Context: an optimization exercise on an open-source flow, tuned for small area and a short achievable clock period. The choices shown serve that exercise and are no tape-out recipe. The RTL was checked by simulation tests, not by an equivalence proof against the original design. Power is estimated from default activity; no workload was simulated.

`flow/config.mk`:
```
export PLATFORM = sky130hd
export DESIGN_NAME = rv32i_core
export DESIGN_NICKNAME = rv32i_core
export VERILOG_FILES = /design/flow/design.v
export SDC_FILE = /design/flow/constraint.sdc
export NUM_CORES = 4
export LEC_CHECK = 0
export CAP_MARGIN = 20
export CORE_MARGIN = 2
export CORE_UTILIZATION = 45
export CTS_BUF_LIST = sky130_fd_sc_hd__clkbuf_4 sky130_fd_sc_hd__clkbuf_8
export SETUP_SLACK_MARGIN = 5
export SLEW_MARGIN = 20
export TNS_END_PERCENT = 5
```
`flow/constraint.sdc`:
```
create_clock -name core_clock -period 9.0 [get_ports {clk}]
set_input_delay 1.8000 -clock core_clock [delete_from_list [all_inputs] [get_ports {clk}]]
set_output_delay 1.8000 -clock core_clock [all_outputs]
set_load 0.01 [all_outputs]
```
`flow/design.v`:
```
`timescale 1ns / 1ps
module add32 #(parameter KS = 1) (
  input  wire [31:0] a,
  input  wire [31:0] b,
  input  wire        ci,
  output wire [31:0] s,
  output wire        co
);
  wire [32*6-1:0] G, P;
  assign G[31:0] = (a & b) | {31'b0, (a[0] ^ b[0]) & ci};
  assign P[31:0] = a ^ b;
  genvar l, i;
  generate
    for (l = 0; l < 5; l = l + 1) begin : lv
      for (i = 0; i < 32; i = i + 1) begin : bt
        if (KS ? (i >= (1 << l)) : ((i >> l) & 1)) begin : node
          localparam integer J = KS ? i - (1 << l) : ((i >> l) << l) - 1;
          assign G[32*(l+1)+i] = G[32*l+i] | (P[32*l+i] & G[32*l+J]);
          assign P[32*(l+1)+i] = P[32*l+i] & P[32*l+J];
        end else begin : pass
          assign G[32*(l+1)+i] = G[32*l+i];
          assign P[32*(l+1)+i] = P[32*l+i];
        end
      end
    end
  endgenerate
  assign s  = P[31:0] ^ {G[32*5+30 : 32*5], ci};
  assign co = G[32*5+31];
endmodule
module alu(
  input  wire [31:0] a,
  input  wire [31:0] b,
  input  wire [2:0]  funct3,
  input  wire        sub,
  output wire [31:0] result,
  output wire        eq,
  output wire        lt,
  output wire        ltu
);
  wire [31:0] sum;
  wire        co;
  add32 #(.KS(1)) adder (.a(a), .b(b ^ {32{sub}}), .ci(sub), .s(sum), .co(co));
  assign ltu = ~co;
  assign lt  = ltu ^ a[31] ^ b[31];
  assign eq  = (a == b);
  wire [31:0] sll = a << b[4:0];
  wire [31:0] srl = a >> b[4:0];
  wire [7:0] f = 8'b1 << funct3;
  assign result = ({32{f[0]}} & sum)
                | ({32{f[1]}} & sll)
                | ({32{f[2]}} & {31'b0, lt})
                | ({32{f[3]}} & {31'b0, ltu})
                | ({32{f[4]}} & (a ^ b))
                | ({32{f[5]}} & srl)
                | ({32{f[6]}} & (a | b))
                | ({32{f[7]}} & (a & b));
endmodule
`timescale 1ns/1ps
module reg_file (
  input  wire        clk,
  input  wire [4:0]  rs1,
  input  wire [4:0]  rs2,
  input  wire [4:0]  rd,
  input  wire        we,
  input  wire [31:0] wd,
  output reg  [31:0] rd1,
  output reg  [31:0] rd2
);
  wire [32*32-1:0] q;
  assign q[31:0] = 32'b0;
  genvar g;
  generate
    for (g = 1; g < 32; g = g + 1) begin : r
      reg [31:0] x;
      always @(posedge clk)
        if (we && rd == g)
          x <= wd;
      assign q[32*g +: 32] = x;
    end
  endgenerate
  integer k;
  always @(*) begin
    rd1 = 32'b0;
    rd2 = 32'b0;
    for (k = 1; k < 32; k = k + 1) begin
      rd1 = rd1 | (q[32*k +: 32] & {32{rs1 == k}});
      rd2 = rd2 | (q[32*k +: 32] & {32{rs2 == k}});
    end
  end
endmodule
`timescale 1ns / 1ps
module rv32i_core #(parameter XLEN=32, REG_COUNT=32)(
  input  wire        clk,
  input  wire        rst,
  input  wire [31:0] instr,
  input  wire [31:0] mem_rdata,
  output wire [31:0] pc,
  output wire [31:0] mem_addr,
  output wire [31:0] mem_wdata,
  output wire        mem_we
);
  localparam OP_IMM = 7'b0010011, OP   = 7'b0110011, LOAD  = 7'b0000011,
             STORE  = 7'b0100011, BRANCH = 7'b1100011, JAL = 7'b1101111,
             JALR   = 7'b1100111, AUIPC = 7'b0010111, LUI   = 7'b0110111;
  reg  [31:7] instr_reg;   
  reg  [31:1] pc_q;        
  reg  [31:1] pc_reg;
  reg  [31:0] op_a, op_b;  
  reg  [31:0] mem_addr_reg, mem_wdata_reg;
  reg         mem_we_reg;
  reg c_we;       
  reg c_load, c_store, c_ls, c_branch, c_jump;
  reg c_sub, c_base_a, c_ti_j, c_ti_b, c_ti_s, c_u, c_alu;
  assign pc        = {pc_q, 1'b0};
  assign mem_addr  = mem_addr_reg;
  assign mem_wdata = mem_wdata_reg;
  assign mem_we    = mem_we_reg;
  wire [4:0] rd     = instr_reg[11:7];
  wire [2:0] funct3 = instr_reg[14:12];
  wire [31:0] imm_i = {{20{instr_reg[31]}}, instr_reg[31:20]};
  wire [31:0] imm_s = {{20{instr_reg[31]}}, instr_reg[31:25], instr_reg[11:7]};
  wire [31:0] imm_b = {{19{instr_reg[31]}}, instr_reg[31], instr_reg[7], instr_reg[30:25], instr_reg[11:8], 1'b0};
  wire [31:0] imm_u = {instr_reg[31:12], 12'b0};
  wire [31:0] imm_j = {{11{instr_reg[31]}}, instr_reg[31], instr_reg[19:12], instr_reg[20], instr_reg[30:21], 1'b0};
  wire [31:0] alu_result;
  wire        eq, lt, ltu;
  alu alu_inst (
    .a(op_a), .b(op_b), .funct3(funct3), .sub(c_sub),
    .result(alu_result), .eq(eq), .lt(lt), .ltu(ltu)
  );
  wire [31:1] pc_plus4 = {pc_reg[31:2] + 30'd1, pc_reg[1]};
  wire [31:0] wd = ({32{c_load}} & mem_rdata)
                 | ({32{c_jump}} & {pc_plus4, 1'b0})
                 | ({32{c_u}}    & imm_u)
                 | ({32{c_alu}}  & alu_result);
  wire [6:0] op_n  = instr[6:0];
  wire [2:0] f3_n  = instr[14:12];
  wire [4:0] rs1_n = instr[19:15];
  wire [4:0] rs2_n = instr[24:20];
  wire [31:0] rf_rd1, rf_rd2;
  reg_file regfile (
    .clk(clk), .rs1(rs1_n), .rs2(rs2_n), .rd(rd), .we(c_we), .wd(wd),
    .rd1(rf_rd1), .rd2(rf_rd2)
  );
  wire fwd1 = c_we & (rd == rs1_n);
  wire fwd2 = c_we & (rd == rs2_n);
  always @(posedge clk) begin
    op_a <= fwd1 ? wd : rf_rd1;
    op_b <= (op_n == OP_IMM) ? {{20{instr[31]}}, instr[31:20]} : fwd2 ? wd : rf_rd2;
  end
  reg cond;
  always @(*) begin
    case (funct3)
      3'b000:  cond = eq;
      3'b001:  cond = ~eq;
      3'b100:  cond = lt;
      3'b101:  cond = ~lt;
      3'b110:  cond = ltu;
      3'b111:  cond = ~ltu;
      default: cond = 1'b0;
    endcase
  end
  wire [31:0] base = c_base_a ? op_a : {pc_reg, 1'b0};
  wire [31:0] timm = c_ti_j ? imm_j : c_ti_b ? imm_b : c_ti_s ? imm_s : imm_i;
  wire [31:0] tgt;
  add32 #(.KS(1)) tgt_adder (.a(base), .b(timm), .ci(1'b0), .s(tgt), .co());
  wire redirect = c_jump | (c_branch & cond);
  wire [31:1] pc_next = redirect ? tgt[31:1] : pc_plus4;
  always @(posedge clk) begin
    instr_reg <= instr[31:7];
    c_sub     <= op_n == BRANCH || f3_n[2:1] == 2'b01 ||
                 (f3_n == 3'b000 && op_n == OP && instr[31:25] == 7'b0100000);
    c_base_a  <= op_n == JALR || op_n == LOAD || op_n == STORE;
    c_ti_j    <= op_n == JAL;
    c_ti_b    <= op_n == BRANCH;
    c_ti_s    <= op_n == STORE;
    c_u       <= op_n == LUI || op_n == AUIPC;
    c_alu     <= op_n == OP || op_n == OP_IMM;
  end
  always @(posedge clk or posedge rst) begin
    if (rst) begin
      pc_q          <= 31'b0;
      pc_reg        <= 31'b0;
      c_we          <= 1'b0;
      c_load        <= 1'b0;
      c_store       <= 1'b0;
      c_ls          <= 1'b0;
      c_branch      <= 1'b0;
      c_jump        <= 1'b0;
      mem_addr_reg  <= 32'b0;
      mem_wdata_reg <= 32'b0;
      mem_we_reg    <= 1'b0;
    end else begin
      pc_reg   <= pc_q;
      pc_q     <= pc_next;
      c_we     <= (op_n == OP_IMM || op_n == OP || op_n == LOAD || op_n == JAL ||
                   op_n == JALR || op_n == AUIPC || op_n == LUI) && instr[11:7] != 5'd0;
      c_load   <= op_n == LOAD;
      c_store  <= op_n == STORE;
      c_ls     <= op_n == LOAD || op_n == STORE;
      c_branch <= op_n == BRANCH;
      c_jump   <= op_n == JAL || op_n == JALR;
      mem_we_reg <= c_store;
      if (c_ls)
        mem_addr_reg <= tgt;
      if (c_store)
        mem_wdata_reg <= op_b;
    end
  end
endmodule
```
`flow/flow/run.sh`:
```
#!/bin/bash
set -euo pipefail
MARGIN=6.5
sed "s/\"\${@:-finish}\"/SETUP_SLACK_MARGIN=$MARGIN 'BUFFER_PORTS_ARGS=-buffer_cell sky130_fd_sc_hd__buf_4' \"\${@:-finish}\"/" standard.sh > standard_tuned.sh
grep -q "SETUP_SLACK_MARGIN=$MARGIN" standard_tuned.sh
bash standard_tuned.sh > flow_make.log 2>&1
```
`flow/standard.sh`:
```
#!/bin/bash
# synth_recipe.tcl (not shown) runs the flow's synth.tcl, then flattens the netlist and writes it again
# the make line also repeats each setting of config.mk as NAME=value (left out here)
make -C /OpenROAD-flow-scripts/flow DESIGN_CONFIG=/design/flow/config.mk WORK_HOME=/design/flow/orfs CLKGATE_MAP_FILE= SYNTH_SCRIPT=/design/flow/synth_recipe.tcl "${@:-finish}"
```
==> results.txt, run 1 <==
Result of the run: complete, no violations
Instance count of the mapped netlist: 4720
DIE HEIGHT: 367 µm
Cell count of the worst reg-to-reg path: 10
Async set or reset register ratio after synthesis: 0.109
Worst reg2reg path startpoint: op_a[19]
Final count of pins violating max slew: 0
RSZ-0062 raised after global routing: true
Filler cells: 10700
TritonCTS clock tree: built
Final critical delay including setup and external delays: 3770 ps
Final cycle utilization of the critical path: 0.419
DRC: 0
Class of the tightest hold or removal check: reg -> reg
Number of optimization iterations in the first detailed-route pass: 14
Share of cells above drive strength 1: 0.283
Destination of the worst register-to-register timing path: op_b[28]
Endpoint of the worst hold path: pc_reg[27]
Via count of the first global-routing pass: 50300
Mapped cell area: 59300 µm²
Synth cell count leaders: edfxtp_1 (992), a22oi_1 (625), nand2_1 (289), clkbuf_1 (265), nor2_1 (264)
Initial antenna violation count: 13
Xor/xnor cell area share of the yosys netlist: 0.0166
Die span in x: 367 µm
Count of buffers inserted at the top-level ports: 161
Number of buffers added by the clock tree synthesis step: 198
Final wirelength: 311000 µm
Total via count after detailed routing: 54900
Worst ir drop on vdd: 0.165 mV
Total Die Area: 135000 µm²
Pin slew with the least headroom to its limit: 1290 ps
Post-synthesis share of cell area spent on full adders, half adders and majority gates: 0.0277
Worst hold stages: 0
Setup crit start kind: flip-flop
Ports placed on the boundary: 163
Max Buffers Root-to-Sink: 3
First-pass GRT wire length: 408000 µm
Critical path origin: op_a[19]
Number of flip-flops in the largest register: 992
Master of the slowest instance on the critical path: mux4_2
Per-instance average area after synthesis: 12.6 µm²
Proportion of netlist area held by the largest area contributor: 0.503
Total Routing Usage GR: 0.437
Post-DR wirelength/cell: 43.4 µm
Hold_buf cts: 0
Largest Register: regfile.r.x
Number of endpoints with negative hold slack in the final report: 0
Kind of end point of the critical path: flip-flop
Largest cells by area after synthesis: edfxtp_1 (50%), a22oi_1 (7.9%), dfrtp_1 (5.6%)
CTS sink count: 1221
Power per cell area: 213 nW/µm²
Max Fclk: 0.265 GHz
Effective utilization at floorplan: 0.452
Critical-path maximum fanout: 17
Number of register bits inferred by synthesis: 1221
Global route overflow: 0
Root Buffer: clkbuf_8
Static Leak: 0.0266 µW
Complex-gate fraction of the synthesized area: 0.191
Skew final: 78.0 ps
Buf+Inv Stages, Crit Path: 3
# Max-Cap Violations: 0
Final layout net count: 5401
Simple-gate portion of the synthesized area: 0.0831
Count of H-tree levels built during CTS: 4
Count of different cell masters after synthesis: 89
Setup slack, reg-to-reg: 5230 ps
Post-detailed-placement half-perimeter wirelength: 169000 µm
Worst-case headroom to the max-slew limit: 0.133
Largest family of logic cells by synthesized area: compound AO/OA/AOI/OAI gates
Via density: 7.68
Number of flops mapped to enable cells by yosys: 992
Largest area contributor in the netlist: edfxtp_1
Cell-by-cell trace of the critical path: mux4_2 -> mux4_2 -> nand2_1 -> o211ai_1 -> a222oi_1 -> buf_4 -> o221ai_2 -> buf_6 -> buf_12 -> o22a_1
Most numerous cell on the critical path: mux4_2
Cell with the most instances after synthesis: edfxtp_1
Syn Nets: 4916
Setup TNS after final layout: 0 ps
Pin count of the biggest net entering global routing: 73
Type of the worst setup path: reg -> reg
Initial DRC count: 14600
Share of the core filled with cells in the final layout: 0.559
Critical path data arrival time: 4610 ps
Dominant delay contributor by cell family on the critical path: compound AO/OA/AOI/OAI gates
Endpoint required time on the critical path: 9840 ps
Number of rows in the core area: 133
Number of setup violations in the final report: 0
Commonest register cell after synthesis: edfxtp_1
Count of synthesis-stage warnings from yosys: 2
Worst-skew pair later-pin latency: 1020 ps
Number of nets with antenna violations after detailed routing: 0
Launch instance of the worst min-delay path: pc_q[27]
Total core area: 131000 µm²
Last weighted congestion value of the routability-driven placer: 1.02
Area Overhead vs Synth: 23.6%
Reg clk slew, reported paths: 60 ps
Sequential area share after synthesis: 0.591
Portion of netlist area occupied by mux cells: 0.0590
Biggest cell delay along the critical path: 560 ps
-- power breakdown --
| part | leakage, µW | internal [µW] | total, µW | switching [µW] |
|---|---|---|---|---|
| Combinational | 0.0125 | 1480 | 3540 | 2060 |
| Clock | 0.00236 | 2980 | 5440 | 2460 |
| Sequential | 0.0117 | 6280 | 6620 | 340 |
| Total | 0.0266 | 10700 | 15600 | 4860 |
-- stage by stage --
step | instance area [µm²] | std cells | hold WS, ps | setup WS, ps | power, µW
finish | 73200 | 7150 | 371 | 5230 | 15600
global route | 73200 | 7140 | 392 | 5320 | 16000
detailed placement | 63600 | 6492 | 362 | 4010 | 9470
CTS | 70400 | 6986 | 373 | 5430 | 15100
floorplan | 59600 | 4720 | 352 | 5450 | 8320
global placement | 63600 | 6492 | 359 | 3970 | 9460
-- layout by cell type, fill, tap and decap left out, types with 81 or more instances in the layout --
cell type and count:
ha_1 102, mux2_2 86, nand3_1 129, a22oi_1 622, clkbuf_8 226, nand4_1 97
o21ai_0 88, nor3_1 81, a21oi_1 109, buf_4 463, dfrtp_1 131, nor2_4 96
nor2_1 162, a221oi_1 152, inv_1 114, edfxtp_1 992, a22o_1 183, nand2_1 277
-- per-layer routing --
metal / share of wire / vias to the layer above / GRT usage
met1: 0.32 / 26100 / 0.519
li1: - / 20100 / -
met3: 0.18 / 2168 / 0.213
met4: 0.10 / 19 / 0.314
met2: 0.40 / 6471 / 0.613
met5: 0.0021 / - / 0.00605
-- area by class of cell --
cell class,count,area (µm²),share of cell area
clock buffer,295,3610,0.0493
sequential,1221,35100,0.479
multi-input combinational,3045,25000,0.341
tap,1755,2200,0.0300
antenna,16,40.0,0.000547
timing repair inverter,10,75.1,0.00102
clock inverter,79,845,0.0115
inverter,125,499,0.00682
timing repair buffer,604,5910,0.0807
-- how the worst max path moves through the flow --
stage          depth (start not counted)       end  slack (ps)
2_1_floorplan                         10  op_b[21]        5450
3_3_place_gp                          11  op_b[17]        3970
3_5_place_dp                          10  op_b[24]        4010
4_1_cts                               12  op_b[28]        5430
5_1_grt                               14  op_a[19]        5320
6_report                              10  op_b[28]        5230
-- cell families after synthesis --
group	after synthesis
simple gates	1044
other cells	1
compound gates	1502
xor+xnor	112
flops	1221
fa+ha+maj	130
buf+inv	463
mux	247
-- repair_timing --
item | CTS | global route
pin swaps | 65 | 101
setup buffers | 100 | 128
cloned | 20 | 18
endpoints found under the hold margin | 0 | 0
resized for setup | 265 | 323
setup endpoints to repair | 1546 | 2192
==> inputs of run 2 (changes only) <==
--- a/flow/config.mk
+++ b/flow/config.mk
@@ -9,5 +9,4 @@
 export CORE_MARGIN = 2
 export CORE_UTILIZATION = 45
-export CTS_BUF_LIST = sky130_fd_sc_hd__clkbuf_4 sky130_fd_sc_hd__clkbuf_8
 export SETUP_SLACK_MARGIN = 5
 export SLEW_MARGIN = 20
==> results.txt, run 2 <==
Final wirelength: 313000 µm
Cell-by-cell trace of the critical path: mux4_2 -> mux4_2 -> nand2_1 -> o211ai_1 -> a222oi_1 -> buf_4 -> o221ai_2 -> buf_6 -> buf_12 -> o22a_1
Total via count after detailed routing: 54600
Synth cell count leaders: edfxtp_1 (992), a22oi_1 (625), nand2_1 (289), clkbuf_1 (265), nor2_1 (264)
Skew final: 60.1 ps
Part of the power in the clock network: 0.365
Number of nets with antenna violations after detailed routing: 0
Count of different cell masters after synthesis: 89
Share of power burned in registers: 0.419
Combinational cell fraction of total power: 0.216
Setup slack, reg-to-reg: 5080 ps
Destination of the worst register-to-register timing path: op_b[28]
Syn Nets: 4916
First-pass GRT wire length: 407000 µm
Max Fclk: 0.255 GHz
Post-detailed-placement half-perimeter wirelength: 169000 µm
Number of optimization iterations in the first detailed-route pass: 17
Total Die Area: 135000 µm²
Final critical delay including setup and external delays: 3920 ps
Reg clk slew, reported paths: 60 ps
Final cycle utilization of the critical path: 0.435
Static Leak: 0.0265 µW
Setup TNS after final layout: 0 ps
Proportion of netlist area held by the largest area contributor: 0.503
Kind of end point of the critical path: flip-flop
Instance area after placement: 63600 µm²
Power per cell area: 215 nW/µm²
Number of rows in the core area: 133
Instance count of the mapped netlist: 4720
Post-DR wirelength/cell: 44.5 µm
Worst ir drop on vdd: 0.202 mV
Last weighted congestion value of the routability-driven placer: 1.02
Async set or reset register ratio after synthesis: 0.109
Endpoint of the worst hold path: pc_reg[27]
Commonest register cell after synthesis: edfxtp_1
Max Buffers Root-to-Sink: 3
Cell with the most instances after synthesis: edfxtp_1
Count of buffers inserted at the top-level ports: 161
Worst reg2reg path startpoint: op_a[19]
Result of the run: complete, no violations
Root Buffer: clkbuf_16
Biggest cell delay along the critical path: 710 ps
Switch share: 0.301
Final count of pins violating max slew: 0
Master of the slowest instance on the critical path: a222oi_1
DRC: 0
Total Routing Usage GR: 0.437
Share of cells above drive strength 1: 0.259
Worst-case headroom to the max-slew limit: 0.151
Cell count of the worst reg-to-reg path: 10
# Max-Cap Violations: 0
Worst hold margin: 372 ps
Pin count of the biggest net entering global routing: 73
Via density: 7.77
Worst Slack Setup Final: 5080 ps
Internal Dissipation: 11000 µW
Mapped cell area: 59300 µm²
Most numerous cell on the critical path: mux4_2
Sequential area share after synthesis: 0.591
TritonCTS clock tree: built
RSZ-0062 raised after global routing: true
Pin slew with the least headroom to its limit: 1260 ps
Ports placed on the boundary: 163
Critical-path maximum fanout: 12
Via count of the first global-routing pass: 49800
DIE HEIGHT: 367 µm
Largest area contributor in the netlist: edfxtp_1
CTS sink count: 1221
Number of setup violations in the final report: 0
Number of flip-flops in the largest register: 992
Number of register bits inferred by synthesis: 1221
Number of endpoints with negative hold slack in the final report: 0
Net switching power: 4760 µW
Endpoint required time on the critical path: 9630 ps
Most common library cell in the layout ignoring fill and taps: edfxtp_1
Type of the worst setup path: reg -> reg
Per-instance average area after synthesis: 12.6 µm²
Global route overflow: 0
Largest Register: regfile.r.x
Critical path origin: op_a[19]
Class of the tightest hold or removal check: reg -> reg
Critical path data arrival time: 4550 ps
Largest cells by area after synthesis: edfxtp_1 (50%), a22oi_1 (7.9%), dfrtp_1 (5.6%)
Final layout net count: 5347
Effective utilization at floorplan: 0.452
Count of synthesis-stage warnings from yosys: 2
Setup Slack @ Placement: 4010 ps
Post-route cell area: 73300 µm²
Number of flops mapped to enable cells by yosys: 992
Area Overhead vs Synth: 23.6%
Launch instance of the worst min-delay path: pc_q[27]
Initial antenna violation count: 15
Initial DRC count: 13900
Number of buffers added by the clock tree synthesis step: 133
Total core area: 131000 µm²
Setup crit start kind: flip-flop
Count of H-tree levels built during CTS: 4
Leading cell types in the layout, fill and taps excluded: edfxtp_1 (992), a22oi_1 (619), buf_4 (458)
Worst-skew pair later-pin latency: 820 ps
Die span in x: 367 µm
Worst hold stages: 0
-- run 2: cell counts after synthesis --
No cell type changed its count.
-- run 2: area by class of cell --
type                            instances  area [µm²]
Sequential cell                      1221       35100
Tap cell                             1755        2200
Fill cell                           10700       57900
Multi-Input combinational cell       3041       24600
Antenna cell                            9        22.5
Timing Repair Buffer                  620        6190
Clock inverter                         69         910
Clock buffer                          176        3670
Timing Repair inverter                  9        67.6
Inverter                              125         497
-- run 2: cells by family (layout without fill, tap and decap cells) --
group,count (synthesis),after routing,synth area share
compound gates,1502,1503,0.191
simple gates,1044,1048,0.0831
flops,1221,1221,0.591
buf+inv,463,999,0.0310
fa+ha+maj,130,130,0.0277
xor+xnor,112,112,0.0166
other cells,1,10,0.0000633
mux,247,247,0.0590
-- run 2: worst max-delay path by stage --
stage | to | depth (start not counted) | slack [ps]
2_1_floorplan | op_b[21] | 10 | 5450
3_3_place_gp | op_b[17] | 11 | 3970
3_5_place_dp | op_b[24] | 10 | 4010
4_1_cts | op_b[28] | 12 | 5430
5_1_grt | op_b[28] | 12 | 5180
6_report | op_b[28] | 10 | 5080
-- run 2: power groups by stage --
| stage | sequential (µW) | combinational (µW) | clock (µW) |
|---|---|---|---|
| after floorplan | 6610 | 1710 | 0 |
| after global placement | 6710 | 2750 | 0 |
| after detailed placement | 6710 | 2760 | 0 |
| after CTS | 6580 | 3060 | 5760 |
| after global routing | 6610 | 3540 | 5990 |
| final | 6610 | 3410 | 5770 |
-- run 2: worst max-delay path, delay by kind of cell, from the launching register on --
family                 cells  cell delay [ps]
AO/OA/AOI/OAI              4             1430
buffers and inverters      3              610
flip-flops                 1              550
multiplexers               2             1030
AND/OR/NAND/NOR            1               80
-- run 2: per-layer routing --
| metal | global-route usage | up-vias | wire length (µm) |
|---|---|---|---|
| li1 | - | 20000 | - |
| met1 | 0.517 | 25800 | 98400 |
| met2 | 0.614 | 6507 | 124000 |
| met3 | 0.219 | 2199 | 56400 |
| met4 | 0.307 | 27 | 33700 |
| met5 | 0.00605 | - | 444 |
-- run 2: per-stage QoR --
step | power (µW) | util | instances
after detailed placement | 9470 | 0.485 | 6492
final | 15800 | 0.559 | 7025
after global routing | 16100 | 0.559 | 7018
after CTS | 15400 | 0.537 | 6853
after floorplan | 8320 | - | 4720
after global placement | 9460 | 0.485 | 6492
-- run 2: what timing repair did --
item	CTS	global route
hold buffers	0	0
setup endpoints to repair	1537	2201
hold endpoints to repair	0	0
cloned	18	21
setup buffers	98	139
resized for setup	269	287
pin swaps	58	71
==> inputs of run 3 (changes only) <==
--- a/flow/config.mk
+++ b/flow/config.mk
@@ -6,4 +6,5 @@
 export NUM_CORES = 4
 export LEC_CHECK = 0
+export ABC_AREA = 1
 export CAP_MARGIN = 20
 export CORE_MARGIN = 2
==> results.txt, run 3 <==
Result of the run: complete, no violations
DIE HEIGHT: 380 µm
Via count of the first global-routing pass: 57500
Final count of pins violating max slew: 0
Ports placed on the boundary: 163
Worst Slack Setup Final: 5500 ps
Number of endpoints with negative hold slack in the final report: 0
Last weighted congestion value of the routability-driven placer: 1.05
Largest area contributor in the netlist: edfxtp_1
Complex-gate fraction of the synthesized area: 0.118
Number of setup violations in the final report: 0
Total core area: 140000 µm²
Largest family of logic cells by synthesized area: simple AND/OR/NAND/NOR gates
Cell count of the worst reg-to-reg path: 14
Proportion of netlist area held by the largest area contributor: 0.469
Endpoint required time on the critical path: 9660 ps
Setup crit start kind: primary input
Total Routing Usage GR: 0.489
Setup slack, reg-to-reg: 5670 ps
Post-detailed-placement half-perimeter wirelength: 221000 µm
Commonest register cell after synthesis: edfxtp_1
Worst hold margin: 376 ps
Cell with the most instances after synthesis: nand2_1
CTS sink count: 1221
Number of flops mapped to enable cells by yosys: 992
RSZ-0062 raised after global routing: true
Post-DR wirelength/cell: 38.8 µm
Number of flip-flops in the largest register: 992
First-pass GRT wire length: 480000 µm
# Max-Cap Violations: 0
Via density: 6.70
Die span in x: 380 µm
Number of buffers added by the clock tree synthesis step: 136
Largest Register: regfile.r.x
Area Overhead vs Synth: 21.2%
Worst reg2reg path startpoint: op_b[13]
Max Fclk: 0.285 GHz
Class of the tightest hold or removal check: reg -> reg
Critical-path maximum fanout: 11
Number of register bits inferred by synthesis: 1221
Total Die Area: 144000 µm²
Portion of netlist area occupied by mux cells: 0.000315
Critical path origin: instr[23]
Kind of end point of the critical path: flip-flop
Final critical delay including setup and external delays: 3500 ps
Worst-skew pair later-pin latency: 830 ps
Worst hold stages: 0
Count of H-tree levels built during CTS: 4
Power per cell area: 202 nW/µm²
Share of cells above drive strength 1: 0.146
Setup Slack @ Placement: 3700 ps
Largest cells by area after synthesis: edfxtp_1 (47%), nand2_1 (12%), inv_1 (5.3%)
Global route overflow: 0
Final layout net count: 7734
Number of optimization iterations in the first detailed-route pass: 10
Mapped cell area: 63500 µm²
Max Buffers Root-to-Sink: 3
Skew final: 58.9 ps
Simple-gate portion of the synthesized area: 0.218
Type of the worst setup path: in -> reg
Post-synthesis share of cell area spent on full adders, half adders and majority gates: 0.0258
Initial DRC count: 11500
Worst-case headroom to the max-slew limit: 0.0918
Final wirelength: 372000 µm
Root Buffer: clkbuf_16
Effective utilization at floorplan: 0.454
Total via count after detailed routing: 64200
Count of different cell masters after synthesis: 58
Endpoint of the worst hold path: pc_reg[16]
Count of buffers inserted at the top-level ports: 161
Xor/xnor cell area share of the yosys netlist: 0.0105
Number of rows in the core area: 137
DRC: 0
Worst ir drop on vdd: 0.173 mV
Pin slew with the least headroom to its limit: 1360 ps
Instance count of the mapped netlist: 7188
Async set or reset register ratio after synthesis: 0.109
TritonCTS clock tree: built
Static Leak: 0.0323 µW
Number of nets with antenna violations after detailed routing: 0
Critical path data arrival time: 4170 ps
Count of synthesis-stage warnings from yosys: 2
Per-instance average area after synthesis: 8.84 µm²
Sequential area share after synthesis: 0.551
Syn Nets: 7384
Launch instance of the worst min-delay path: pc_q[16]
Setup TNS after final layout: 0 ps
Leading cell types in the layout, fill and taps excluded: nand2_1 (1854), edfxtp_1 (992), inv_1 (860)
Synth cell count leaders: nand2_1 (1961), edfxtp_1 (992), inv_1 (896), nor2_1 (613), nand3_1 (531)
Initial antenna violation count: 32
Destination of the worst register-to-register timing path: regfile.r[12].x[16]
Most common library cell in the layout ignoring fill and taps: nand2_1
Final cycle utilization of the critical path: 0.389
Hold_buf cts: 0
Pin count of the biggest net entering global routing: 71
Reg clk slew, reported paths: 60 ps
==> run 3: cell types whose count changed in the layout (fill, tap and decap cells not counted), moves of 108 or more <==
cell,previous run,this run
nor2_1,164,567
buf_4,458,343
a22oi_1,619,35
nand2_1,278,1854
o22ai_1,5,315
a211oi_1,7,115
nand3_1,131,499
inv_1,115,860
o21ai_0,92,208
a221oi_1,148,31
a22o_1,183,17
==> run 3: cell families after synthesis <==
family	count (synthesis)
simple gates	3349
compound gates	1174
other cells	1
mux	2
buf+inv	1235
flops	1221
fa+ha+maj	130
xor+xnor	76
==> run 3: worst max-delay path, stage by stage <==
cell and delay [ps]:
buf_4 160, inv_2 80, nor2_1 80, nand3_4 200, buf_6 300, buf_12 290
o22ai_1 150, nor2_1 170, nand2_1 80, nor2_1 180, nand3_2 160, nand2_1 120
inv_1 170, nand2_1 100, nand2_1 50
==> run 3: what timing repair did <==
action | CTS | global route
buffers inserted | 56 | 74
pin swaps | 18 | 35
gates cloned | 19 | 26
setup endpoints to repair | 2084 | 1954
gates resized for setup | 414 | 316
==> run 3: final cells by class <==
| class | count | area (µm²) |
|---|---|---|
| fillers | 12900 | 62900 |
| flip-flops and latches | 1221 | 35100 |
| multi-input cells | 4746 | 25700 |
| repair buffers | 481 | 5280 |
| inverters | 949 | 3820 |
| clock buffers | 180 | 3740 |
| well taps | 1876 | 2350 |
| clock inverters | 68 | 821 |
| diodes | 57 | 143 |
| repair inverters | 3 | 25.0 |
==> run 3: worst max-delay path by stage <==
stage,end,slack [ps],depth (start not counted)
global placement,regfile.r[10].x[12],3760,16
finish,op_b[31],5500,15
floorplan,c_branch,5550,1
global route,op_b[31],5630,15
CTS,op_b[28],5760,14
detailed placement,op_b[24],3700,14
==> run 3: layer usage <==
metal / vias to the layer above / wire length, µm / GRT usage
li1: 25400 / - / -
met1: 30300 / 123000 / 0.579
met2: 6419 / 149000 / 0.686
met3: 2005 / 59300 / 0.205
met4: 22 / 39800 / 0.409
met5: - / 526 / 0.00595
==> run 3: power by group <==
group | switching [µW] | internal, µW | leakage [µW]
sequential | 346 | 6280 | 0.0112
clock | 2530 | 3280 | 0.00223
combinational | 2080 | 1020 | 0.0189
total | 4960 | 10600 | 0.0323
==> run 3: per-stage QoR <==
stage	std cells	power, µW	util	instance area [µm²]
2_1_floorplan	7188	8150	-	63500
3_3_place_gp	9101	9390	0.482	67400
3_5_place_dp	9101	9380	0.482	67400
4_1_cts	9424	15200	0.532	74400
5_1_grt	9539	15900	0.550	76900
6_report	9581	15500	0.551	77000
==> inputs of run 4 (changes only) <==
--- a/flow/config.mk
+++ b/flow/config.mk
@@ -10,4 +10,5 @@
 export CORE_MARGIN = 2
 export CORE_UTILIZATION = 45
+export CTS_BUF_LIST = sky130_fd_sc_hd__clkbuf_4 sky130_fd_sc_hd__clkbuf_8
 export SETUP_SLACK_MARGIN = 5
 export SLEW_MARGIN = 20
==> results.txt, run 4 <==
Portion of netlist area occupied by mux cells: 0.000315
Post-detailed-placement half-perimeter wirelength: 221000 µm
Commonest register cell after synthesis: edfxtp_1
Xor/xnor cell area share of the yosys netlist: 0.0105
Worst ir drop on vdd: 0.144 mV
Share of the core filled with cells in the final layout: 0.547
Via density: 6.61
Total via count after detailed routing: 64000
Setup TNS after final layout: 0 ps
Type of the worst setup path: reg -> reg
Sequential area share after synthesis: 0.551
Final wirelength: 369000 µm
Worst-case headroom to the max-slew limit: 0.0675
Largest cells by area after synthesis: edfxtp_1 (47%), nand2_1 (12%), inv_1 (5.3%)
Endpoint required time on the critical path: 9680 ps
Number of buffers added by the clock tree synthesis step: 201
Initial antenna violation count: 24
Combinational cell fraction of total power: 0.209
Proportion of netlist area held by the largest area contributor: 0.469
First-pass GRT wire length: 480000 µm
TritonCTS clock tree: built
Share of power burned in registers: 0.440
DRC: 0
Ports placed on the boundary: 163
Logic depth of the worst path, buffers included: 15
Most numerous cell on the critical path: nand2_1
Count of different cell masters after synthesis: 58
Instance area after placement: 67400 µm²
Mapped cell area: 63500 µm²
Worst-skew pair later-pin latency: 990 ps
Pin count of the biggest net entering global routing: 71
Setup crit start kind: flip-flop
Result of the run: complete, no violations
Number of nets with antenna violations after detailed routing: 0
Async set or reset register ratio after synthesis: 0.109
Root Buffer: clkbuf_8
Complex-gate fraction of the synthesized area: 0.118
DIE HEIGHT: 380 µm
Largest area contributor in the netlist: edfxtp_1
Class of the tightest hold or removal check: reg -> reg
Initial DRC count: 12100
Number of register bits inferred by synthesis: 1221
Switch share: 0.326
Power per cell area: 197 nW/µm²
Number of flip-flops in the largest register: 992
Number of optimization iterations in the first detailed-route pass: 9
Last weighted congestion value of the routability-driven placer: 1.05
Internal Dissipation: 10100 µW
RSZ-0062 raised after global routing: true
Worst hold margin: 378 ps
Number of setup violations in the final report: 0
Static Leak: 0.0323 µW
Final count of pins violating max slew: 0
Final critical delay including setup and external delays: 3430 ps
Worst hold stages: 0
Simple-gate portion of the synthesized area: 0.218
Most common library cell in the layout ignoring fill and taps: nand2_1
Hold_buf cts: 0
Net switching power: 4910 µW
Kind of end point of the critical path: flip-flop
Post-route cell area: 76500 µm²
Total core area: 140000 µm²
Skew final: 85.3 ps
Synth cell count leaders: nand2_1 (1961), edfxtp_1 (992), inv_1 (896), nor2_1 (613), nand3_1 (531)
# Max-Cap Violations: 0
Largest family of logic cells by synthesized area: simple AND/OR/NAND/NOR gates
Master of the slowest instance on the critical path: dfxtp_4
Post-DR wirelength/cell: 38.1 µm
Dominant delay contributor by cell family on the critical path: simple AND/OR/NAND/NOR gates
Count of buffers inserted at the top-level ports: 161
Final layout net count: 7810
Met3 layer wire length in the routed design: 59800 µm
Top sig layer: met5
Global route overflow: 0
Instance count of the mapped netlist: 7188
Cell count of the worst reg-to-reg path: 15
Pin slew with the least headroom to its limit: 1400 ps
Total Routing Usage GR: 0.488
Number of flops mapped to enable cells by yosys: 992
Largest Register: regfile.r.x
Wl on met1: 122000 µm
Area Overhead vs Synth: 20.3%
Count of synthesis-stage warnings from yosys: 2
Per-instance average area after synthesis: 8.84 µm²
Final cycle utilization of the critical path: 0.382
Effective utilization at floorplan: 0.454
Max Fclk: 0.291 GHz
Max Buffers Root-to-Sink: 3
Count of H-tree levels built during CTS: 4
Share of cells above drive strength 1: 0.166
Critical-path maximum fanout: 32
Biggest cell delay along the critical path: 470 ps
Leading cell types in the layout, fill and taps excluded: nand2_1 (1844), edfxtp_1 (992), inv_1 (857)
Total Die Area: 144000 µm²
Part of the power in the clock network: 0.351
CTS sink count: 1221
Cell with the most instances after synthesis: nand2_1
Post-synthesis share of cell area spent on full adders, half adders and majority gates: 0.0258
Critical path data arrival time: 4120 ps
Number of rows in the core area: 137
Buf+Inv Stages, Crit Path: 4
Via count of the first global-routing pass: 58200
Number of endpoints with negative hold slack in the final report: 0
Syn Nets: 7384
Reg clk slew, reported paths: 60 ps
Cell-by-cell trace of the critical path: buf_6 -> xor2_4 -> ha_4 -> nand2_1 -> nand2_1 -> inv_1 -> nand2_1 -> a21oi_2 -> nand2_2 -> buf_4 -> o21ai_2 -> nand4_1 -> nand2_2 -> nand2_1 -> buf_12
Die span in x: 380 µm
Met2 Routed Length: 147000 µm
## run 4: worst paths after layout
path / end / slack, ps / start
min in group asynchronous: pc_q[27] / 1140 / rst
max in group asynchronous: c_store / 6280 / rst
hold reg to reg: pc_reg[17] / 380 / pc_q[17]
setup / recovery: regfile.r[20].x[16] / 5570 / c_sub
setup reg to reg: regfile.r[20].x[16] / 5570 / c_sub
hold / removal: pc_reg[17] / 380 / pc_q[17]
## run 4: per-stage QoR
| step | cells | power [µW] | worst slack, ps |
|---|---|---|---|
| after floorplan | 7188 | 8150 | 5550 |
| after global placement | 9101 | 9390 | 3760 |
| after detailed placement | 9101 | 9380 | 3700 |
| after CTS | 9548 | 14800 | 5610 |
| after global routing | 9661 | 15500 | 5610 |
| final | 9684 | 15100 | 5570 |
## run 4: layer usage
metal	vias up	track usage
li1	25500	-
met1	30100	0.580
met2	6331	0.685
met3	1945	0.203
met4	22	0.410
met5	-	0
## run 4: power by group through the flow
stage,clock (µW),combinational (µW),sequential [µW]
floorplan,0,1570,6580
global placement,0,2690,6700
detailed placement,0,2690,6700
CTS,5260,2910,6590
global route,5510,3340,6620
finish,5290,3140,6630
## run 4: repair_timing
action,in CTS,in global routing
cloned,20,18
pin swaps,40,38
hold endpoints to repair,0,0
buffers inserted,58,90
gates resized for setup,375,356
setup endpoints to repair,2084,1896
## run 4: logic make-up (layout without fill, tap and decap cells)
family                     Yosys count  count (layout)
buffers and inverters             1235            1812
AOI/OAI and AO/OA                 1174            1174
xor gates and xnor gates            76              76
adders and majority gates          130             130
DFF                               1221            1221
and+or+nand+nor                   3349            3364
muxes                                2               2
other                                1              29
## run 4: worst register-to-register path, delay by kind of cell (launching register included)
kind / cells / cell delay (ps)
compound gates: 2 / 330
simple gates: 7 / 1090
xor+xnor: 1 / 380
buf+inv: 4 / 570
flops: 1 / 470
fa+ha+maj: 1 / 300
## run 4: cell type report
class                      instances  area, µm²
antenna                           28       70.1
timing repair inverter             3       25.0
timing repair buffer             491       5090
multi-input combinational       4747      25700
inverter                         949       3790
tap                             1876       2350
fill                           13000      63400
clock inverter                    55        504
sequential                      1221      35100
clock buffer                     314       3760
==> inputs of run 5 (changes only) <==
--- a/flow/config.mk
+++ b/flow/config.mk
@@ -13,3 +13,3 @@
 export SETUP_SLACK_MARGIN = 5
 export SLEW_MARGIN = 20
-export TNS_END_PERCENT = 5
+export TNS_END_PERCENT = 0
==> results.txt, run 5 <==
Share of cells above drive strength 1: 0.132
Cell with the most instances after synthesis: nand2_1
CTS sink count: 1221
Root Buffer: clkbuf_8
Number of cells in the finished layout apart from fillers: 9557
Final wirelength: 360000 µm
Largest area contributor in the netlist: edfxtp_1
Result of the run: complete, no violations
Total via count after detailed routing: 62800
Total Routing Usage GR: 0.482
Post-DR wirelength/cell: 37.7 µm
Type of the worst setup path: in -> reg
Mapped cell area: 63500 µm²
Final count of pins violating max slew: 0
Sequential cell area: 35100 µm²
Instance count of the mapped netlist: 7188
Class of the tightest hold or removal check: reg -> reg
Worst-case headroom to the max-slew limit: 0.148
Largest Register: regfile.r.x
Number of buffers added by the clock tree synthesis step: 201
Count of buffers inserted at the top-level ports: 161
Largest family of logic cells by synthesized area: simple AND/OR/NAND/NOR gates
Xor/xnor cell area share of the yosys netlist: 0.0105
Number of flip-flops in the largest register: 992
Global route overflow: 0
Number of setup violations in the final report: 0
Setup Slack @ Placement: 3700 ps
Pin slew with the least headroom to its limit: 1280 ps
Worst Slack Setup Final: 5430 ps
Final cycle utilization of the critical path: 0.397
Initial DRC count: 11900
Leading cell types in the layout, fill and taps excluded: nand2_1 (1893), edfxtp_1 (992), inv_1 (871)
Number of endpoints with negative hold slack in the final report: 0
# Max-Cap Violations: 0
Number of placed instances, taps included: 9101
Sequential area share after synthesis: 0.551
Total Die Area: 144000 µm²
Count of H-tree levels built during CTS: 4
Pin count of the biggest net entering global routing: 71
Reg clk slew, reported paths: 70 ps
Skew final: 83.2 ps
Static Leak: 0.0312 µW
Setup TNS after final layout: 0 ps
Die span in x: 380 µm
RSZ-0062 raised after global routing: true
Power per cell area: 201 nW/µm²
Largest cells by area after synthesis: edfxtp_1 (47%), nand2_1 (12%), inv_1 (5.3%)
TritonCTS clock tree: built
Post-synthesis share of cell area spent on full adders, half adders and majority gates: 0.0258
Initial antenna violation count: 34
Last weighted congestion value of the routability-driven placer: 1.05
Final critical delay including setup and external delays: 3570 ps
Number of optimization iterations in the first detailed-route pass: 8
Kind of end point of the critical path: flip-flop
Async set or reset register ratio after synthesis: 0.109
Syn Nets: 7384
Effective utilization at floorplan: 0.454
Hold_buf cts: 0
Max Fclk: 0.280 GHz
Filler cells: 13300
Area Overhead vs Synth: 15.8%
Via density: 6.57
Complex-gate fraction of the synthesized area: 0.118
Post-detailed-placement half-perimeter wirelength: 221000 µm
Total core area: 140000 µm²
Critical path data arrival time: 4380 ps
Worst ir drop on vdd: 0.144 mV
DIE HEIGHT: 380 µm
Proportion of netlist area held by the largest area contributor: 0.469
Ports placed on the boundary: 163
Commonest register cell after synthesis: edfxtp_1
Synth cell count leaders: nand2_1 (1961), edfxtp_1 (992), inv_1 (896), nor2_1 (613), nand3_1 (531)
Per-instance average area after synthesis: 8.84 µm²
Setup crit start kind: primary input
Total power consumption of the routed design: 14800 µW
Endpoint required time on the critical path: 9810 ps
Max Buffers Root-to-Sink: 3
Critical-path maximum fanout: 23
Most common library cell in the layout ignoring fill and taps: nand2_1
Simple-gate portion of the synthesized area: 0.218
Count of synthesis-stage warnings from yosys: 2
Worst-skew pair later-pin latency: 990 ps
Number of register bits inferred by synthesis: 1221
Area of the multi-input gates: 24700 µm²
Number of flops mapped to enable cells by yosys: 992
DRC: 0
Number of rows in the core area: 137
Portion of netlist area occupied by mux cells: 0.000315
Final layout net count: 7680
First-pass GRT wire length: 475000 µm
Number of nets with antenna violations after detailed routing: 0
Count of different cell masters after synthesis: 58
Via count of the first global-routing pass: 57400
run 5: cell types whose count changed in the layout (fill, tap and decap cells not counted), moves of 15 or more:
cell and change:
buf_4 -62, nand2_1 +49, buf_12 -42, nand2_2 -26, nor2_1 +20, nand3_1 +18
nand2_4 -17, nor2_2 -15
run 5: cell type report:
cell class,instances,area share
Antenna cell,31,0.00105
Clock buffer,314,0.0512
Clock inverter,55,0.00685
Inverter,949,0.0501
Multi-Input combinational cell,4739,0.336
Sequential cell,1221,0.477
Tap cell,1876,0.0319
Timing Repair Buffer,369,0.0452
Timing Repair inverter,3,0.000340
run 5: timing repair:
item                                     CTS  global route
gates resized for setup                  198           152
cloned                                     7            10
setup buffers                             20            19
pin swaps                                  6            10
endpoints found under the setup margin  2084          2083
run 5: critical path, cell delays in order:
cell	delay [ps]
buf_4	150
inv_2	60
nand2_1	150
nor2_1	150
nand2_1	120
buf_8	400
inv_4	310
a211oi_1	300
nand2_1	80
nor2_1	150
nand3_1	220
nand2_1	140
inv_1	140
nand2_1	90
nand2_1	50
run 5: power breakdown:
part           leakage, µW  switching, µW  internal (µW)
registers           0.0112            339           6280
clock network      0.00227           2460           2820
logic               0.0177           1990            929
total               0.0312           4790          10000
run 5: final timing paths:
path                       startpoint          endpoint  slack [ps]  cells past startpoint
max                         instr[23]          op_b[31]        5430                     15
min                          pc_q[17]        pc_reg[17]         370                      0
max reg2reg                  op_a[26]          pc_q[25]        5560                     17
min reg2reg                  pc_q[17]        pc_reg[17]         370                      0
max in group asynchronous         rst           c_store        6300                      4
min in group asynchronous         rst  mem_addr_reg[12]        1150                      3
run 5: per-layer routing:
layer,global-route usage,wire length [µm],vias to the layer above
met4,0.399,36800,32
li1,-,-,25300
met5,0,331,-
met2,0.680,146000,6182
met1,0.576,121000,29500
met3,0.194,56100,1820
run 5: cells by family after synthesis:
logic type,after synthesis
flip-flops,1221
XOR/XNOR,76
other,1
adder cells (fa/ha/maj),130
multiplexers,2
buffers and inverters,1235
AO/OA/AOI/OAI,1174
AND/OR/NAND/NOR,3349
run 5: metrics by stage:
step,hold WS (ps),cell area (µm²),utilization
5_1_grt,394,73500,0.526
3_5_place_dp,369,67400,0.482
4_1_cts,375,72600,0.519
2_1_floorplan,352,63500,-
6_report,375,73600,0.526
3_3_place_gp,364,67400,0.482
==> inputs of run 6 (changes only) <==
--- a/flow/config.mk
+++ b/flow/config.mk
@@ -9,5 +9,5 @@
 export CAP_MARGIN = 20
 export CORE_MARGIN = 2
-export CORE_UTILIZATION = 45
+export CORE_UTILIZATION = 55
 export CTS_BUF_LIST = sky130_fd_sc_hd__clkbuf_4 sky130_fd_sc_hd__clkbuf_8
 export SETUP_SLACK_MARGIN = 5
==> results.txt, run 6 <==
Via density: 7.02
Number of register bits inferred by synthesis: 1221
Final critical delay including setup and external delays: 3560 ps
Most numerous cell on the critical path: nand2_1
Count of different cell masters after synthesis: 58
Last weighted congestion value of the routability-driven placer: 1.07
Largest cells by area after synthesis: edfxtp_1 (47%), nand2_1 (12%), inv_1 (5.3%)
DRC: 0
Area of the multi-input gates: 24900 µm²
Critical-path maximum fanout: 17
Ports placed on the boundary: 163
Combinational cell fraction of total power: 0.198
Worst-skew pair later-pin latency: 1000 ps
Setup TNS after final layout: 0 ps
Worst-case headroom to the max-slew limit: 0.193
Share of power burned in registers: 0.444
Worst Slack Setup Final: 5440 ps
Effective utilization at floorplan: 0.555
Final cycle utilization of the critical path: 0.395
Cell-by-cell trace of the critical path: buf_4 -> nor2_2 -> nand3_1 -> buf_4 -> inv_1 -> buf_6 -> nand2_1 -> o21ai_0 -> nor2_1 -> nand3_1 -> nor4_1 -> nand2_1 -> nand2_1 -> nand2_1
Root Buffer: clkbuf_8
Cell with the most instances after synthesis: nand2_1
Instance count of the mapped netlist: 7188
Largest area contributor in the netlist: edfxtp_1
Share of cells above drive strength 1: 0.134
DIE HEIGHT: 344 µm
Max Fclk: 0.281 GHz
Sequential cell area: 35100 µm²
Via count of the first global-routing pass: 57600
Commonest register cell after synthesis: edfxtp_1
Setup Slack @ Placement: 3730 ps
Result of the run: complete, no violations
Number of rows in the core area: 124
Area Overhead vs Synth: 15.7%
Number of flip-flops in the largest register: 992
Proportion of netlist area held by the largest area contributor: 0.469
Number of optimization iterations in the first detailed-route pass: 17
Kind of end point of the critical path: flip-flop
Internal Dissipation: 10100 µW
Total Routing Usage GR: 0.558
Largest Register: regfile.r.x
Initial DRC count: 14100
RSZ-0062 raised after global routing: true
Syn Nets: 7384
Number of endpoints with negative hold slack in the final report: 0
Async set or reset register ratio after synthesis: 0.109
Filler cells: 9723
Sequential area share after synthesis: 0.551
Share of the core filled with cells in the final layout: 0.642
Master of the slowest instance on the critical path: buf_4
TritonCTS clock tree: built
Number of flops mapped to enable cells by yosys: 992
Type of the worst setup path: in -> reg
Pin slew with the least headroom to its limit: 1210 ps
Final count of pins violating max slew: 0
First-pass GRT wire length: 449000 µm
Number of nets with antenna violations after detailed routing: 0
Pin count of the biggest net entering global routing: 79
Number of buffers added by the clock tree synthesis step: 197
Reg clk slew, reported paths: 60 ps
Dominant delay contributor by cell family on the critical path: buffers and inverters
Count of H-tree levels built during CTS: 4
Final layout net count: 7688
Biggest cell delay along the critical path: 540 ps
Total power consumption of the routed design: 14900 µW
Static Leak: 0.0312 µW
Part of the power in the clock network: 0.358
Class of the tightest hold or removal check: reg -> reg
Total core area: 115000 µm²
Post-DR wirelength/cell: 36.8 µm
# Max-Cap Violations: 0
Max Buffers Root-to-Sink: 3
Endpoint required time on the critical path: 9870 ps
Final wirelength: 339000 µm
Switch share: 0.323
Net switching power: 4810 µW
Hold_buf cts: 0
Most common library cell in the layout ignoring fill and taps: nand2_1
Buf+Inv Stages, Crit Path: 4
CTS sink count: 1221
Die span in x: 344 µm
Worst ir drop on vdd: 0.190 mV
Total Die Area: 118000 µm²
Per-instance average area after synthesis: 8.84 µm²
Skew final: 94.5 ps
Global route overflow: 0
Setup crit start kind: primary input
Count of buffers inserted at the top-level ports: 161
Leading cell types in the layout, fill and taps excluded: nand2_1 (1891), edfxtp_1 (992), inv_1 (870)
Initial antenna violation count: 30
Total via count after detailed routing: 64800
Power per cell area: 202 nW/µm²
Count of synthesis-stage warnings from yosys: 2
Number of setup violations in the final report: 0
Critical path data arrival time: 4430 ps
Synth cell count leaders: nand2_1 (1961), edfxtp_1 (992), inv_1 (896), nor2_1 (613), nand3_1 (531)
Mapped cell area: 63500 µm²
Post-detailed-placement half-perimeter wirelength: 206000 µm
-- run 6: cell counts after synthesis --
No cell type changed its count.
-- run 6: power groups by stage --
stage	clock network [µW]	registers, µW	logic [µW]
after global routing	5500	6590	3120
after CTS	5260	6560	2760
after global placement	0	6670	2660
after detailed placement	0	6670	2670
final	5320	6590	2950
after floorplan	0	6580	1570
-- run 6: final timing paths --
path                           start                 to  slack [ps]  depth (start not counted)
setup / recovery           instr[17]           op_a[27]        5440                         14
hold / removal              pc_q[20]         pc_reg[20]         360                          0
setup reg to reg             op_b[0]           op_b[12]        5540                         19
hold reg to reg             pc_q[20]         pc_reg[20]         360                          0
max in group asynchronous        rst  mem_wdata_reg[19]        6480                          4
min in group asynchronous        rst    mem_addr_reg[1]        1070                          3
-- run 6: cells by family (layout without fill, tap and decap cells) --
logic type / after synthesis / count (layout) / synth area share
and+or+nand+nor: 3349 / 3353 / 0.218
buffers and inverters: 1235 / 1706 / 0.0760
DFF: 1221 / 1221 / 0.551
AOI/OAI and AO/OA: 1174 / 1174 / 0.118
adders and majority gates: 130 / 130 / 0.0258
xor gates and xnor gates: 76 / 76 / 0.0105
muxes: 2 / 2 / 0.000315
other: 1 / 51 / 0.0000590
-- run 6: area by class of cell --
cell class	count	area share
timing repair buffer	386	0.0468
clock inverter	86	0.0115
timing repair inverter	1	0.000102
inverter	949	0.0510
antenna	50	0.00170
tap	1512	0.0257
sequential	1221	0.478
multi-input combinational	4736	0.338
clock buffer	284	0.0471
-- run 6: timing repair --
item	4_1_cts	5_1_grt
pin swaps	5	7
setup buffers	39	15
setup endpoints to repair	1379	1578
resized for setup	203	180
cloned	9	3
-- run 6: through the flow --
| stage | instances | area [µm²] | hold slack, ps |
|---|---|---|---|
| 2_1_floorplan | 7188 | 63500 | 352 |
| 3_3_place_gp | 8738 | 66900 | 362 |
| 3_5_place_dp | 8739 | 66900 | 361 |
| 4_1_cts | 9157 | 72500 | 372 |
| 5_1_grt | 9184 | 73400 | 358 |
| 6_report | 9225 | 73500 | 363 |
-- run 6: layer usage --
metal  global-route usage  up-vias  share of wire
met1                0.640    29600           0.31
met2                0.734     7377           0.38
li1                     -    25300              -
met3                0.326     2443           0.19
met5               0.0729        -         0.0061
met4                0.469       64           0.11
==> inputs of run 7 (changes only) <==
==> flow/run.sh (new file) <==
#!/bin/bash
# synth_recipe.tcl (not shown) runs the flow's synth.tcl, then flattens the netlist and writes it again
# the make line also repeats each setting of config.mk as NAME=value (left out here)
make -C /OpenROAD-flow-scripts/flow DESIGN_CONFIG=/design/flow/config.mk WORK_HOME=/design/flow/orfs CLKGATE_MAP_FILE= SYNTH_SCRIPT=/design/flow/synth_recipe.tcl finish
==> flow/config.mk (replaced) <==
export PLATFORM = sky130hd
export DESIGN_NAME = rv32i_core
export DESIGN_NICKNAME = rv32i_core
export VERILOG_FILES = /design/flow/design.v
export SDC_FILE = /design/flow/constraint.sdc
export NUM_CORES = 4
export LEC_CHECK = 0
export CAP_MARGIN = 20
export CORE_MARGIN = 2
export CORE_UTILIZATION = 45
export SETUP_SLACK_MARGIN = 5
export SLEW_MARGIN = 20
removed: flow/flow/run.sh
removed: flow/standard.sh
==> results.txt, run 7 <==
Async set or reset register ratio after synthesis: 0.109
Share of cells above drive strength 1: 0.174
Number of buffers added by the clock tree synthesis step: 121
Worst hold margin: 369 ps
Count of buffers inserted at the top-level ports: 161
Final wirelength: 297000 µm
Count of synthesis-stage warnings from yosys: 2
Via density: 7.70
Root Buffer: clkbuf_16
Number of flops mapped to enable cells by yosys: 992
Number of rows in the core area: 133
Kind of end point of the critical path: flip-flop
Ports placed on the boundary: 163
Total Routing Usage GR: 0.424
Largest cells by area after synthesis: edfxtp_1 (50%), a22oi_1 (7.9%), dfrtp_1 (5.6%)
Total core area: 131000 µm²
Leading cell types in the layout, fill and taps excluded: edfxtp_1 (992), a22oi_1 (625), nand2_1 (282)
Die span in x: 367 µm
Total via count after detailed routing: 52700
Effective utilization at floorplan: 0.452
Reg clk slew, reported paths: 60 ps
Final cycle utilization of the critical path: 0.465
Commonest register cell after synthesis: edfxtp_1
Final critical delay including setup and external delays: 4190 ps
Post-detailed-placement half-perimeter wirelength: 173000 µm
Most common library cell in the layout ignoring fill and taps: edfxtp_1
Final layout net count: 5165
Sequential area share after synthesis: 0.591
Initial DRC count: 13800
Result of the run: complete, no violations
DIE HEIGHT: 367 µm
Proportion of netlist area held by the largest area contributor: 0.503
Critical path data arrival time: 4890 ps
DRC: 0
Mapped cell area: 59300 µm²
Pin slew with the least headroom to its limit: 1230 ps
Syn Nets: 4916
Type of the worst setup path: in -> reg
Filler cells: 11100
Global route overflow: 0
Setup slack, reg-to-reg: 4940 ps
Worst-case headroom to the max-slew limit: 0.169
Post-DR wirelength/cell: 43.4 µm
Cell with the most instances after synthesis: edfxtp_1
Count of H-tree levels built during CTS: 3
Synth cell count leaders: edfxtp_1 (992), a22oi_1 (625), nand2_1 (289), clkbuf_1 (265), nor2_1 (264)
Launch instance of the worst min-delay path: pc_q[27]
Worst reg2reg path startpoint: instr_reg[14]
Sequential cell area: 35100 µm²
Skew final: 71.7 ps
Setup crit start kind: primary input
Critical path origin: instr[23]
Instance count of the mapped netlist: 4720
Endpoint required time on the critical path: 9700 ps
Total Die Area: 135000 µm²
RSZ-0062 raised after global routing: true
Via count of the first global-routing pass: 49100
Number of nets with antenna violations after detailed routing: 0
Power per cell area: 214 nW/µm²
Per-instance average area after synthesis: 12.6 µm²
Max Fclk: 0.239 GHz
Worst-skew pair later-pin latency: 810 ps
Area of the multi-input gates: 23600 µm²
Area Overhead vs Synth: 17.5%
Worst ir drop on vdd: 0.278 mV
Number of setup violations in the final report: 0
Pin count of the biggest net entering global routing: 71
Number of flip-flops in the largest register: 992
Class of the tightest hold or removal check: reg -> reg
Critical-path maximum fanout: 32
Setup TNS after final layout: 0 ps
Largest Register: regfile.r.x
Number of optimization iterations in the first detailed-route pass: 15
CTS sink count: 1221
Count of different cell masters after synthesis: 89
Last weighted congestion value of the routability-driven placer: 1.04
First-pass GRT wire length: 396000 µm
# Max-Cap Violations: 0
Max Buffers Root-to-Sink: 3
Static Leak: 0.0247 µW
Number of endpoints with negative hold slack in the final report: 0
TritonCTS clock tree: built
Number of register bits inferred by synthesis: 1221
Initial antenna violation count: 9
Largest area contributor in the netlist: edfxtp_1
Final count of pins violating max slew: 0
==> run 7: final cells by class <==
class | count | area share
multi-input combinational | 3039 | 0.339
timing repair inverter | 4 | 0.000431
tap | 1755 | 0.0315
clock buffer | 149 | 0.0465
clock inverter | 81 | 0.0124
sequential | 1221 | 0.504
timing repair buffer | 457 | 0.0592
inverter | 125 | 0.00701
antenna | 8 | 0.000288
==> run 7: what timing repair did <==
action | CTS | global route
pin swaps | 33 | 10
endpoints found under the setup margin | 659 | 285
gates resized for setup | 106 | 62
hold buffers | 0 | 0
cloned | 5 | 2
buffers inserted | 80 | 11
==> run 7: kinds of logic (layout without fill, tap and decap cells) <==
logic type	count (synthesis)	after routing	synth area share
compound gates	1502	1504	0.191
xor+xnor	112	112	0.0166
fa+ha+maj	130	130	0.0277
buf+inv	463	816	0.0310
flops	1221	1221	0.591
mux	247	247	0.0590
other cells	1	9	0.0000633
simple gates	1044	1045	0.0831
==> run 7: where the power goes <==
group	switching [µW]	internal (µW)
sequential	325	6280
combinational	1820	1210
clock	2350	2920
total	4490	10400
==> run 7: worst max-delay path, stage by stage <==
cell	delay [ps]
clkdlybuf4s15_2	320
or3b_2	650
nor2_4	110
buf_4	720
a22oi_1	200
nand2_1	130
nor4_1	60
a31oi_1	570
o22a_1	260
==> run 7: final timing paths <==
kind                                      to  cells after the start
setup / recovery                    op_b[26]                      9
hold / removal                    pc_reg[27]                      0
setup reg to reg                    op_b[18]                     11
hold reg to reg                   pc_reg[27]                      0
max in group asynchronous  mem_wdata_reg[11]                      4
min in group asynchronous   mem_addr_reg[29]                      3
==> run 7: metal layers <==
layer  vias up  wire (µm)  track usage
li1      19600          -            -
met1     25200      97300        0.507
met2      5900     119000        0.598
met3      1937      50800        0.197
met4        12      29700        0.304
met5         -        184      0.00926
==> run 7: through the flow <==
stage,total power [µW],instances,setup slack [ps],util,cell area (µm²)
3_3_place_gp,9500,6500,3270,0.489,64100
4_1_cts,14700,6815,4960,0.528,69300
2_1_floorplan,8300,4720,5060,-,59300
3_5_place_dp,9510,6500,3390,0.489,64100
5_1_grt,15300,6831,4940,0.531,69600
6_report,14900,6839,4810,0.531,69600

## port drivers added, routing unchanged
How much do the figures lean on ideal ports? The routed layouts below were timed once more, with nothing changed but the port constraints. Step 1 sets driving cells, clkbuf_16 on the clock port and buf_2 on the other inputs (assumed; they add their load-dependent delay and slew). Step 2 adds t to the input delays and takes it off the output delays; t is the mean of the earliest and latest rising clock arrival at the registers after step 1. Input paths then give back, and output paths get back, about the clock's delay inside the block. a / b / c = ideal ports / drivers / drivers and shift; a / b = the first two.
| run | t, ns | setup slack, ns | worst setup path after step 2 |
|---|---|---|---|
| run 1 | 1.060 | 5.231 / 5.231 / 4.361 | input to register |
| run 2 | 0.873 | 5.083 / 5.083 / 4.412 | input to register |
| run 3 | 0.885 | 5.497 / 5.471 / 4.586 | input to register |
| run 4 | 1.030 | 5.566 / 5.500 / 4.469 | input to register |
| run 5 | 1.024 | 5.429 / 5.378 / 4.354 | input to register |
| run 6 | 1.031 | 5.442 / 5.411 / 4.379 | input to register |
| run 7 | 0.855 | 4.814 / 4.870 / 4.015 | input to register |
After both steps setup and hold are still met in every run listed. The setup slack of run 4, which loses most, moves by -0.066 ns with the drivers and by -1.097 ns with both steps.
